What follows belongs to an exercise in optimizing a design on an open flow for small area; a production flow would make more cautious choices. RTL that was checked went through simulation tests only; none was proved equivalent to the original. Power and IR drop assume default switching activity.

## riscv_core
module riscv_core(
    input  logic        clk,
    input  logic        reset,           
    output logic [31:0] imem_addr,
    input  logic [31:0] imem_rdata,
    output logic [31:0] dmem_addr,
    output logic        dmem_re,
    input  logic [31:0] dmem_rdata,
    output logic        dmem_we,
    output logic [31:0] dmem_wdata,
    output logic        wb_en,
    output logic [4:0]  wb_addr,
    output logic [31:0] wb_data
);
Size in the first run: ~200 I/O pins, about 53000 um2 of cells after synthesis.
clock: 16.0 ns
lec_check: 0
cap_margin: 20
core_margin: 2
core_utilization: 28
place_density: 0.4
setup_slack_margin: 0
slew_margin: 20
synth_hierarchical: 1
run.sh (not shown) runs the stock make flow with config.mk's settings and CLKGATE_MAP_FILE= SYNTH_SCRIPT=/design/flow/synth_recipe.tcl, a recipe that flattens the netlist after the stock synthesis.
The baseline finished clean.
Then changed:
--- a/flow/config.mk
+++ b/flow/config.mk
@@ -6,9 +6,10 @@
 export NUM_CORES = 8
 export LEC_CHECK = 0
-export CAP_MARGIN = 20
+export CAP_MARGIN = 0
 export CORE_MARGIN = 2
-export CORE_UTILIZATION = 28
-export PLACE_DENSITY = 0.4
+export CORE_UTILIZATION = 60
+export CTS_BUF_LIST = sky130_fd_sc_hd__clkbuf_4
+export PLACE_DENSITY = 0.7
 export SETUP_SLACK_MARGIN = 0
-export SLEW_MARGIN = 20
+export SLEW_MARGIN = 0
 export SYNTH_HIERARCHICAL = 1
After rerunning: Clock power goes down by 21%. Utilization climbs by 36 points. Non-clock buffer count falls by 20. Sequential share of layout area climbs by 2.3 points. Cell count went down by 16%. Fmax came out lower by 1.1%. Critical path depth drops by 1.
No run of this note included a check of the RTL's function; only the layout flow was run.

---

riscv_core, a different RTL version from the one above (not shown whole).
Size: ~3,000 cells after synthesis, ~200 I/O pins, ~48,000 um^2 of cells after synthesis.
export LEC_CHECK = 0
export CAP_MARGIN = 0
export CORE_MARGIN = 2
export CORE_UTILIZATION = 50
export CTS_BUF_LIST = sky130_fd_sc_hd__clkbuf_16
export CTS_CLUSTER_DIAMETER = 80
export CTS_CLUSTER_SIZE = 30
export PLACE_DENSITY = 0.6
export SETUP_SLACK_MARGIN = 0.2
export SLEW_MARGIN = 0
export SYNTH_HIERARCHICAL = 1
create_clock -name core_clock -period 16.0 [get_ports {clk}]
The first run produced a clean layout.
Then changed:
==> flow/flow/run.sh (new file) <==
#!/bin/bash
# The standard layout (standard.sh), with these changes: the port buffers are
# the smallest buffer cell; before global placement, the drivers of nets with
# many loads get a stronger cell of the same function (flow/upsize.tcl), so
# fewer buffers are needed; clock tree synthesis uses large sink clusters and
# adds no dummy loads.
set -euo pipefail
export BUFFER_PORTS_ARGS="-buffer_cell sky130_fd_sc_hd__buf_1"
export PRE_GLOBAL_PLACE_TCL="$PWD/flow/upsize.tcl"
export CTS_ARGS="-sink_clustering_enable -repair_clock_nets -dont_use_dummy_load -buf_list sky130_fd_sc_hd__clkbuf_16 -sink_clustering_size 30 -sink_clustering_max_diameter 80"
bash standard.sh > standard.log 2>&1
==> flow/flow/upsize.tcl (new file) <==
# Give the drivers of high-fanout nets a stronger cell of the same function,
# so that repair_design need not buffer those nets.
proc my_upsize_fanout_drivers {} {
  set db [ord::get_db]
  set block [ord::get_db_block]
  set n 0
  foreach net [$block getNets] {
    if {[$net getSigType] ne "SIGNAL"} continue
    set drv ""
    set loads 0
    foreach it [$net getITerms] {
      if {[$it isOutputSignal]} { set drv $it } elseif {[$it isInputSignal]} { incr loads }
    }
    if {$drv eq "" || $loads < 12} continue
    set inst [$drv getInst]
    set m [[$inst getMaster] getName]
    if {![regexp {^(sky130_fd_sc_hd__[a-z0-9]+)_([0-9]+)$} $m -> base size]} continue
    if {[string match "*df*" $base] || [string match "*clk*" $base] || [string match "*buf*" $base]} continue
    set want [expr {$loads <= 20 ? 2 : 4}]
    if {$size >= $want} continue
    set nm [$db findMaster "${base}_$want"]
    if {$nm eq "NULL"} continue
    if {[$inst swapMaster $nm]} { incr n }
  }
  puts "my_upsize_fanout_drivers: resized $n drivers"
}
my_upsize_fanout_drivers
==> flow/standard.sh (new file) <==
#!/bin/bash
# synth_recipe.tcl (not shown) runs the flow's synth.tcl, then flattens the netlist and writes it again
# the make line also repeats each setting of config.mk as NAME=value (left out here)
make -C /OpenROAD-flow-scripts/flow DESIGN_CONFIG=/design/flow/config.mk WORK_HOME=/design/flow/orfs CLKGATE_MAP_FILE= SYNTH_SCRIPT=/design/flow/synth_recipe.tcl "${@:-finish}"
Settings changed: CTS_BUF_LIST sky130_fd_sc_hd__clkbuf_16 to default, CTS_CLUSTER_DIAMETER 80 to default, CTS_CLUSTER_SIZE 30 to default.
removed: flow/run.sh
The new run produced a clean layout.
Synthesized area stays the same.
Via count is higher by 0.42%.
Wire length goes up by 3.0%.
Clock-buffer cell count falls by 3.
First-iteration DRC count barely changes.
Register-to-register slack improves by 0.37 ns.
Clock skew rose by 0.092 ns.
Clock power fell by about 10%.
Design area fell by about 2.8%.
Non-clock buffer count shrinks by 89.
Then changed:
==> flow/flow/run.sh (replaced) <==
#!/bin/bash
# The standard layout (standard.sh), with these changes: the port buffers are
# the smallest buffer cell, clock tree synthesis uses large sink clusters and
# adds no dummy loads, and after global routing the resizer downsizes gates
# off the critical paths (RECOVER_POWER).
set -euo pipefail
export BUFFER_PORTS_ARGS="-buffer_cell sky130_fd_sc_hd__buf_1"
export CTS_ARGS="-sink_clustering_enable -repair_clock_nets -dont_use_dummy_load -buf_list sky130_fd_sc_hd__clkbuf_16 -sink_clustering_size 30 -sink_clustering_max_diameter 80"
export RECOVER_POWER=100
bash standard.sh > standard.log 2>&1
removed: flow/flow/upsize.tcl
After rerunning: The new run produced a layout that fails on max-capacitance violations, max-slew violations. Sequential cell count stays the same. Cell count rose slightly. Area after synthesis does not change. Hold slack got worse by 0.034 ns. Wire length shrinks by a few percent. Register-to-register slack is worse by 1.1 ns.
Then changed:
==> flow/flow/run.sh (replaced) <==
#!/bin/bash
# The standard layout (standard.sh) with two changes, made through the
# ORFS variables it reads: the port buffers are the smallest buffer cell
# (buf_1), and clock tree synthesis uses clusters of up to 30 sinks and adds
# no dummy loads. The full make output goes to standard.log; ORFS writes each
# step's log under orfs/logs/.
set -euo pipefail
export BUFFER_PORTS_ARGS="-buffer_cell sky130_fd_sc_hd__buf_1"
export CTS_ARGS="-sink_clustering_enable -repair_clock_nets -dont_use_dummy_load -buf_list sky130_fd_sc_hd__clkbuf_16 -sink_clustering_size 30 -sink_clustering_max_diameter 80"
bash standard.sh > standard.log 2>&1
What happened: The new run went through all stages and came out clean; hold slack barely changes; utilization grows by 0.43 points; area after synthesis is unchanged.

---

== job 104 ==
riscv_core, a different RTL version from the one above (not shown whole).
Size in the first run: ~1,100 flip-flops.
export LEC_CHECK = 0
export CAP_MARGIN = 0
export CORE_MARGIN = 2
export CORE_UTILIZATION = 50
export CTS_BUF_LIST = sky130_fd_sc_hd__clkbuf_16
export CTS_CLUSTER_DIAMETER = 80
export CTS_CLUSTER_SIZE = 30
export PLACE_DENSITY = 0.6
export SETUP_SLACK_MARGIN = 0
export SLEW_MARGIN = 0
export SYNTH_HIERARCHICAL = 1
create_clock -name core_clock -period 16.0 [get_ports {clk}]
Stock flow here: none of the scripts above is used.
Job 104: full flow OK, the timing, design-rule and antenna checks passed
Relative to job 104, the following input files were edited for job 105:
==> flow/flow/run.sh (new file) <==
#!/bin/bash
# The standard layout (standard.sh), with two changes: the port buffers are
# the smallest buffer cell, and clock tree synthesis adds no dummy loads.
set -euo pipefail
export BUFFER_PORTS_ARGS="-buffer_cell sky130_fd_sc_hd__buf_1"
export CTS_ARGS="-sink_clustering_enable -repair_clock_nets -dont_use_dummy_load -buf_list sky130_fd_sc_hd__clkbuf_16 -sink_clustering_size 30 -sink_clustering_max_diameter 80"
bash standard.sh > standard.log 2>&1
==> flow/standard.sh (new file) <==
#!/bin/bash
# synth_recipe.tcl (not shown) runs the flow's synth.tcl, then flattens the netlist and writes it again
# the make line also repeats each setting of config.mk as NAME=value (left out here)
make -C /OpenROAD-flow-scripts/flow DESIGN_CONFIG=/design/flow/config.mk WORK_HOME=/design/flow/orfs CLKGATE_MAP_FILE= SYNTH_SCRIPT=/design/flow/synth_recipe.tcl "${@:-finish}"
removed: flow/run.sh
Job 105 ran to completion and came out clean on the timing, design-rule and antenna checks.
Job 105 vs job 104: first-iteration DRC count down by a few percent
When the final numbers for job 105 and job 104 were put side by side, the number of antenna violations at the first check in global routing turned out to be smaller in job 105.
Synthesis-to-layout area growth: lower on job 105
Compared with job 104, job 105 shows a wire length of the first global-routing pass that is 1.2 mm lower.
On final routed wirelength across all metal layers, the lower figure sits with job 105, not job 104.
Taking job 104 as the reference, in job 105 overall power of the completed layout went down by about 5%, length of routed met3 wiring went down by 8.5%, area occupied by multi-input gates was more or less identical.
Job 105 has register-to-register slack below what job 104 had.
Function was not checked in any run of this note: the RTL went through the layout flow alone.

## re-timing with driven ports
How much do the figures lean on ideal ports? The routed layouts below were timed once more, with nothing changed but the port constraints.
Step 1: set_driving_cell puts a clkbuf_16 on clk and a buf_2 on each other input, an assumption about the parent block.
Step 2, shift: input delay + t, output delay - t, t = (earliest + latest rising clock arrival at the registers) / 2. This alone moves slack from input paths to output paths.
a / b / c = ideal ports / drivers / drivers and shift; a / b = the first two.
run	t, ns	setup slack, ns	worst register clock-pin slew, ns	cell pins on the clock port's net
the first run of note 1	0.861	0.713 / 0.683 / 0.683	0.07 / 0.07	1
the second run of note 1	1.244	0.544 / 0.516 / 0.516	0.08 / 0.08	1
the first run of note 2	0.732	0.232 / 0.197 / 0.197	0.11 / 0.11	1
the second run of note 2	0.744	1.226 / 1.173 / 1.173	0.12 / 0.12	1
the third run of note 2	0.741	0.542 / 0.519 / 0.519	0.12 / 0.12	1
the fourth run of note 2	0.743	1.083 / 1.049 / 1.049	0.12 / 0.12	1
job 104	0.763	0.187 / 0.163 / 0.163	0.12 / 0.12	1
job 105	0.731	0.501 / 0.474 / 0.474	0.12 / 0.12	1
The setup slack of the second run of note 2, which loses most, moves by -0.053 ns with the drivers and by -0.053 ns with both steps.
